This is an optimization exercise on Yosys and OpenROAD, whose aim is small area, a short achievable clock period and few clock cycles per item, not a production implementation. At most, simulation tests tie the RTL to the original design; equivalence was not proved. Power is estimated from default activity; no workload was simulated.

// itch_decoder_top
module itch_decoder_top (
    input  logic          clk,
    input  logic          rst_n,
    input  logic [511:0]  s_axis_tdata,
    input  logic [7:0]    s_axis_tkeep,
    input  logic          s_axis_tlast,
    input  logic [95:0]   s_axis_tuser,
    input  logic          s_axis_tvalid,
    output logic          s_axis_tready,
    output logic [63:0]   dec_ingress_ts,
    output logic [63:0]   dec_decode_ts,
    output logic [31:0]   dec_seq_num,
    output logic [7:0]    dec_msg_type,
    output logic [63:0]   dec_symbol_key,
    output logic [9:0]    dec_symbol_idx,
    output logic          dec_symbol_valid,
    output logic          dec_side,
    output logic [31:0]   dec_price,
    output logic [31:0]   dec_qty,
    output logic [63:0]   dec_order_id,
    output logic          dec_is_book_update,
    output logic          dec_stale,
    output logic [3:0]    dec_error_flags,
    output logic          decoded_valid,
    input  logic          decoded_ready,
    output logic [63:0]   sym_lookup_key,
    output logic          sym_lookup_valid,
    input  logic [9:0]    sym_lookup_idx,
    input  logic          sym_lookup_hit,
    input  logic          sym_lookup_ready,
    output logic [31:0]   stat_add_orders,
    output logic [31:0]   stat_executes,
    output logic [31:0]   stat_cancels,
    output logic [31:0]   stat_deletes,
    output logic [31:0]   stat_replaces,
    output logic [31:0]   stat_trades,
    output logic [31:0]   stat_unknown
);
For scale: about 1700 cells after synthesis, roughly 530 flip-flops, roughly 1300 I/O pins, roughly 23000 um2 of cells after synthesis.
export LEC_CHECK = 0
export CAP_MARGIN = 20
export CORE_AREA = 5 5 235 235
export CTS_CLUSTER_DIAMETER = 100
export CTS_CLUSTER_SIZE = 30
export DIE_AREA = 0 0 240 240
export SETUP_SLACK_MARGIN = 1.2
export SLEW_MARGIN = 20
create_clock -name core_clock -period 3.3 [get_ports {clk}]
standard.sh (not shown) runs the stock make flow with config.mk's settings and CLKGATE_MAP_FILE= SYNTH_SCRIPT=/design/flow/synth_recipe.tcl, a recipe that flattens the netlist after the stock synthesis.
==> flow/flow/run.sh <==
#!/bin/bash
# Own layout flow: the standard flow (standard.sh) with these changes:
#  - port buffers are buf_2 cells instead of the delay buffer buffer_ports picks by default
#    (every port still gets its own buffer);
#  - pins may sit one routing track apart, so the die can be much smaller than the pin count
#    would otherwise allow; the clock pin is placed alone mid-left (pins_pre.tcl).
# Each ORFS step logs to orfs/logs/...; standard.sh's own output goes to standard.log.
set -euo pipefail
here=$(pwd)
half=$(awk '/^export DIE_AREA/ {print ($5 + $7) / 2}' config.mk)
export BUFFER_PORTS_ARGS="-buffer_cell sky130_fd_sc_hd__buf_2"
export PLACE_PINS_ARGS="-min_distance 1 -min_distance_in_tracks -corner_avoidance 15 -exclude left:$(( ${half%.*} - 8 ))-$(( ${half%.*} + 8 ))"
export PRE_IO_PLACEMENT_TCL="$here/flow/pins_pre.tcl"
echo "PLACE_PINS_ARGS=$PLACE_PINS_ARGS" > run.log
bash standard.sh > standard.log 2>&1
==> flow/flow/pins_pre.tcl <==
# Put the clock pin alone in the middle of the left edge; place_pins keeps the
# stretch around it free (see PLACE_PINS_ARGS in run.sh), so no other pin sits
# one track from it.
set die [ord::get_die_area]
set ymid [expr {([lindex $die 1] + [lindex $die 3]) / 2.0}]
place_pin -pin_name clk -layer met3 -location [list 0.4 $ymid] -force_to_die_boundary
The starting point produced a clean layout.
Testbench counts at the start, summed over its fixed seeds: cycles 17,920, items 16,000.
Edit:
--- a/flow/design.v
+++ b/flow/design.v
@@ -249,27 +249,23 @@
     logic [63:0] r_symbol;
     logic [31:0] r_qty;
     logic [31:0] r_price;
     logic        r_side;
     logic [9:0]  r_idx;
     logic        r_hit;
     logic in_needs_lk, take;
-    logic [6:0] r_cls, in_cls;
-    always_comb begin
-        in_cls = 7'b1000000;
-        case (in_type)
-            8'h41, 8'h46: in_cls = 7'b0000001;
-            8'h45, 8'h43: in_cls = 7'b0000010;
-            8'h58:        in_cls = 7'b0000100;
-            8'h44:        in_cls = 7'b0001000;
-            8'h55:        in_cls = 7'b0010000;
-            8'h50:        in_cls = 7'b0100000;
-            default:      in_cls = 7'b1000000;
-        endcase
-    end
+    logic r_a, r_f, r_e, r_c, r_x, r_dl, r_u, r_p;
+    assign r_a  = (r_type == 8'h41);
+    assign r_f  = (r_type == 8'h46);
+    assign r_e  = (r_type == 8'h45);
+    assign r_c  = (r_type == 8'h43);
+    assign r_x  = (r_type == 8'h58);
+    assign r_dl = (r_type == 8'h44);
+    assign r_u  = (r_type == 8'h55);
+    assign r_p  = (r_type == 8'h50);
     assign in_needs_lk = (in_type == 8'h41) || (in_type == 8'h46) || (in_type == 8'h50) || in_r;
     assign decoded_valid = emit_r || (look_r && sym_lookup_ready);
     assign take          = decoded_valid && decoded_ready;
     assign s_axis_tready = !(emit_r || look_r) || take;
     always_ff @(posedge clk or negedge rst_n) begin
         if (!rst_n) begin
             emit_r <= 1'b0;
@@ -283,15 +279,14 @@
         end
     end
     always_ff @(posedge clk) begin
         if (s_axis_tready) begin
             r_ts       <= s_axis_tuser[47:0];
             r_seq      <= s_axis_tuser[95:64];
             r_type     <= in_type;
-            r_cls      <= in_cls;
             r_stale    <= s_axis_tuser[55];
             r_err      <= (in_book || in_s || in_r) ? s_axis_tuser[51:48] : 4'hF;
             r_book     <= in_book;
             r_order_id <= in_order_id;
             r_symbol   <= in_symbol;
             r_qty      <= in_qty;
             r_price    <= in_price;
@@ -326,22 +321,22 @@
             stat_add_orders <= '0;
             stat_executes   <= '0;
             stat_cancels    <= '0;
             stat_deletes    <= '0;
             stat_replaces   <= '0;
             stat_trades     <= '0;
             stat_unknown    <= '0;
-        end else begin
-            if (take && r_cls[0]) stat_add_orders <= stat_add_orders + 1'b1;
-            if (take && r_cls[1]) stat_executes   <= stat_executes + 1'b1;
-            if (take && r_cls[2]) stat_cancels    <= stat_cancels + 1'b1;
-            if (take && r_cls[3]) stat_deletes    <= stat_deletes + 1'b1;
-            if (take && r_cls[4]) stat_replaces   <= stat_replaces + 1'b1;
-            if (take && r_cls[5]) stat_trades     <= stat_trades + 1'b1;
-            if (take && r_cls[6]) stat_unknown    <= stat_unknown + 1'b1;
+        end else if (take) begin
+            if (r_a || r_f)      stat_add_orders <= stat_add_orders + 1'b1;
+            else if (r_e || r_c) stat_executes   <= stat_executes + 1'b1;
+            else if (r_x)        stat_cancels    <= stat_cancels + 1'b1;
+            else if (r_dl)       stat_deletes    <= stat_deletes + 1'b1;
+            else if (r_u)        stat_replaces   <= stat_replaces + 1'b1;
+            else if (r_p)        stat_trades     <= stat_trades + 1'b1;
+            else                 stat_unknown    <= stat_unknown + 1'b1;
         end
     end
 endmodule
 module itch_decoder_top (
     input  logic          clk,
     input  logic          rst_n,
     input  logic [511:0]  s_axis_tdata,
Outcome:
- count of clock-buffer cells in the layout came out higher by 6
- global-route usage came out higher by 2.0 points
- cell count came out higher by roughly a tenth
- total power came out lower slightly
- worst setup slack loses 0.15 ns
- first-iteration DRC count came out lower by roughly a tenth
- via count came out higher by roughly a tenth
- critical path depth came out higher by 4
- sequential share of layout area came out lower by 3.5 points
- clock skew came out higher by 0.024 ns
For the second run of this note, only the layout was checked, not whether the RTL still works.

---

Another version of the RTL of itch_decoder_top (not shown whole).
Size: ~1900 cells after synthesis, ~540 flip-flops, roughly 1300 I/O pins, roughly 23000 sq um of cells after synthesis.
Settings: LEC_CHECK=0, CAP_MARGIN=20, CORE_AREA=5 5 221 221, CTS_CLUSTER_DIAMETER=90, CTS_CLUSTER_SIZE=27, DIE_AREA=0 0 226 226, SETUP_SLACK_MARGIN=1.2, SLEW_MARGIN=20; clock period 3.3 ns.
==> flow/flow/run.sh <==
#!/bin/bash
# Own layout flow: the standard flow (standard.sh) with these changes:
#  - port buffers are buf_1 cells instead of the delay buffer buffer_ports picks by default
#    (every port still gets its own buffer);
#  - pins may sit one routing track apart, so the die can be much smaller than the pin count
#    would otherwise allow; the clock pin is placed alone mid-left (pins_pre.tcl).
# Each ORFS step logs to orfs/logs/...; standard.sh's own output goes to standard.log.
set -euo pipefail
here=$(pwd)
half=$(awk '/^export DIE_AREA/ {print ($5 + $7) / 2}' config.mk)
export BUFFER_PORTS_ARGS="-buffer_cell sky130_fd_sc_hd__buf_1"
export PLACE_PINS_ARGS="-min_distance 1 -min_distance_in_tracks -corner_avoidance 15 -exclude left:$(( ${half%.*} - 8 ))-$(( ${half%.*} + 8 ))"
export PRE_IO_PLACEMENT_TCL="$here/flow/pins_pre.tcl"
echo "PLACE_PINS_ARGS=$PLACE_PINS_ARGS" > run.log
bash standard.sh > standard.log 2>&1
Scripts as last shown in full above: flow/flow/pins_pre.tcl
The baseline ran to the end with no violations.
Testbench counts at the start, summed over its fixed seeds: cycles 17,920, items 16,000.
Then changed:
--- a/flow/design.v
+++ b/flow/design.v
@@ -238,52 +238,51 @@
         else
             in_qty = {s_axis_tdata[160 +: 8], s_axis_tdata[168 +: 8], s_axis_tdata[176 +: 8], s_axis_tdata[184 +: 8]};
     end
     assign in_price = sel_u ?
         {s_axis_tdata[248 +: 8], s_axis_tdata[256 +: 8], s_axis_tdata[264 +: 8], s_axis_tdata[272 +: 8]} :
         {s_axis_tdata[256 +: 8], s_axis_tdata[264 +: 8], s_axis_tdata[272 +: 8], s_axis_tdata[280 +: 8]};
     assign in_side = (s_axis_tdata[152 +: 8] != 8'h42);
     logic        emit_r, look_r, empty_r;
-    logic        emit_i, look_i;
-    logic        hold_r;
+    logic        look_i;
+    logic        pass_r;
     logic        load;         
     logic        take_i;       
     logic [47:0] r_ts;
     logic [31:0] r_seq;
     logic [7:0]  r_type;
     logic        r_stale;
     logic [3:0]  r_err;        
     logic        r_book;       
     logic [63:0] r_order_id;
     logic [63:0] r_symbol;
     logic [31:0] r_qty;
     logic [31:0] r_price;
     logic        r_side;
     logic [9:0]  r_idx;
     logic        r_hit;
-    logic in_needs_lk, take;
+    logic in_needs_lk;
     logic [6:0] r_cls, in_cls;
     always_comb begin
         in_cls = 7'b1000000;
         case (in_type)
             8'h41, 8'h46: in_cls = 7'b0000001;
             8'h45, 8'h43: in_cls = 7'b0000010;
             8'h58:        in_cls = 7'b0000100;
             8'h44:        in_cls = 7'b0001000;
             8'h55:        in_cls = 7'b0010000;
             8'h50:        in_cls = 7'b0100000;
             default:      in_cls = 7'b1000000;
         endcase
     end
     assign in_needs_lk = (in_type == 8'h41) || (in_type == 8'h46) || (in_type == 8'h50) || in_r;
     assign decoded_valid = emit_r || (look_r && sym_lookup_ready);
-    assign take          = decoded_valid && decoded_ready;
-    assign s_axis_tready = empty_r || take;
-    assign take_i = decoded_ready && (emit_i || (look_i && sym_lookup_ready));
+    assign s_axis_tready = empty_r || (decoded_ready && (!look_r || sym_lookup_ready));
+    assign take_i = decoded_ready && (!look_i || sym_lookup_ready);
     assign load   = empty_r || take_i;
     always_ff @(posedge clk or negedge rst_n) begin
         if (!rst_n) begin
             emit_r  <= 1'b0;
             look_r  <= 1'b0;
             empty_r <= 1'b1;
         end else if (s_axis_tready) begin
             emit_r  <= s_axis_tvalid && !in_needs_lk;
@@ -291,29 +290,24 @@
             empty_r <= !s_axis_tvalid;
         end else if (look_r && sym_lookup_ready) begin
             emit_r  <= 1'b1;
             look_r  <= 1'b0;
         end
     end
     always_ff @(posedge clk or negedge rst_n) begin
         if (!rst_n) begin
-            emit_i <= 1'b0;
             look_i <= 1'b0;
-            hold_r <= 1'b0;
+            pass_r <= 1'b1;
         end else if (load) begin
-            emit_i <= !in_needs_lk;
             look_i <= in_needs_lk;
-            hold_r <= 1'b0;
+            pass_r <= 1'b1;
         end else if (sym_lookup_ready) begin
-            if (look_i) begin
-                emit_i <= 1'b1;
-                look_i <= 1'b0;
-            end
-            hold_r <= 1'b1;
+            look_i <= 1'b0;
+            pass_r <= 1'b0;
         end
     end
     always_ff @(posedge clk) begin
         if (load) begin
             r_ts       <= s_axis_tuser[47:0];
             r_seq      <= s_axis_tuser[95:64];
             r_type     <= in_type;
             r_cls      <= s_axis_tvalid ? in_cls : 7'b0;
@@ -340,18 +334,18 @@
     assign sym_lookup_key   = r_symbol;
     always_comb begin
         decoded_msg                = '0;
         decoded_msg.ingress_ts     = {16'h0, r_ts};
         decoded_msg.decode_ts      = '0;
         decoded_msg.seq_num        = r_seq;
         decoded_msg.msg_type       = t2t_pkg::itch_msg_type_e'(r_type);
         decoded_msg.symbol_key     = r_symbol;
-        decoded_msg.symbol_idx     = r_idx | (sym_lookup_idx & {10{!hold_r}});
-        decoded_msg.symbol_valid   = r_hit | (sym_lookup_hit & !hold_r);
+        decoded_msg.symbol_idx     = r_idx | (sym_lookup_idx & {10{pass_r}});
+        decoded_msg.symbol_valid   = r_hit | (sym_lookup_hit & pass_r);
         decoded_msg.side           = t2t_pkg::side_e'(r_side);
         decoded_msg.price          = r_price;
         decoded_msg.qty            = r_qty;
         decoded_msg.order_id       = r_order_id;
         decoded_msg.is_book_update = r_book;
         decoded_msg.stale          = r_stale;
         decoded_msg.error_flags    = r_err;
     end
Effect: The new run finished clean; power goes up by 22%; routed wire length goes down by 3.8%; core utilization goes down by 0.55 points; clock skew hardly moves; non-clock buffer count goes down by 3; sequential cell count goes down by 1; setup slack loses 0.026 ns; synthesized area goes up by 0.41%; via count goes down by 1.5%; critical path depth stays the same; design area goes down by 0.90%.
Function not checked in the second run of this note: the RTL went through the layout flow alone.

[static timing again, ports no longer ideal]
How much do the figures lean on ideal ports? The routed layouts below were timed once more, with nothing changed but the port constraints. Step 1: set_driving_cell puts a clkbuf_16 on clk and a buf_2 on each other input, an assumption about the parent block. Step 2 also shifts input and output timing later by t, the mid clock arrival at the registers, as if the neighbouring blocks saw the same clock. a / b / c = no drivers / after step 1 / after step 2; a / b = the first two.
run	t (ns)	slack for setup (ns)	worst setup path after step 2	worst register clock-pin slew, ns	worst data-port slew with drivers (ns)
the first run of note 1	0.619	0.915 / 0.870 / 0.498	input to register	0.12 / 0.12	0.19
the second run of note 1	0.615	0.763 / 0.763 / 0.401	input to register	0.12 / 0.12	0.14
the first run of note 2	0.637	1.105 / 1.059 / 0.572	input to register	0.11 / 0.11	0.18
the second run of note 2	0.627	1.079 / 1.034 / 0.601	input to register	0.11 / 0.11	0.19
After both steps every run listed still meets setup and hold. For the first run of note 2, which loses most, drivers alone change the setup slack by -0.046 ns; drivers and shift together by -0.533 ns.
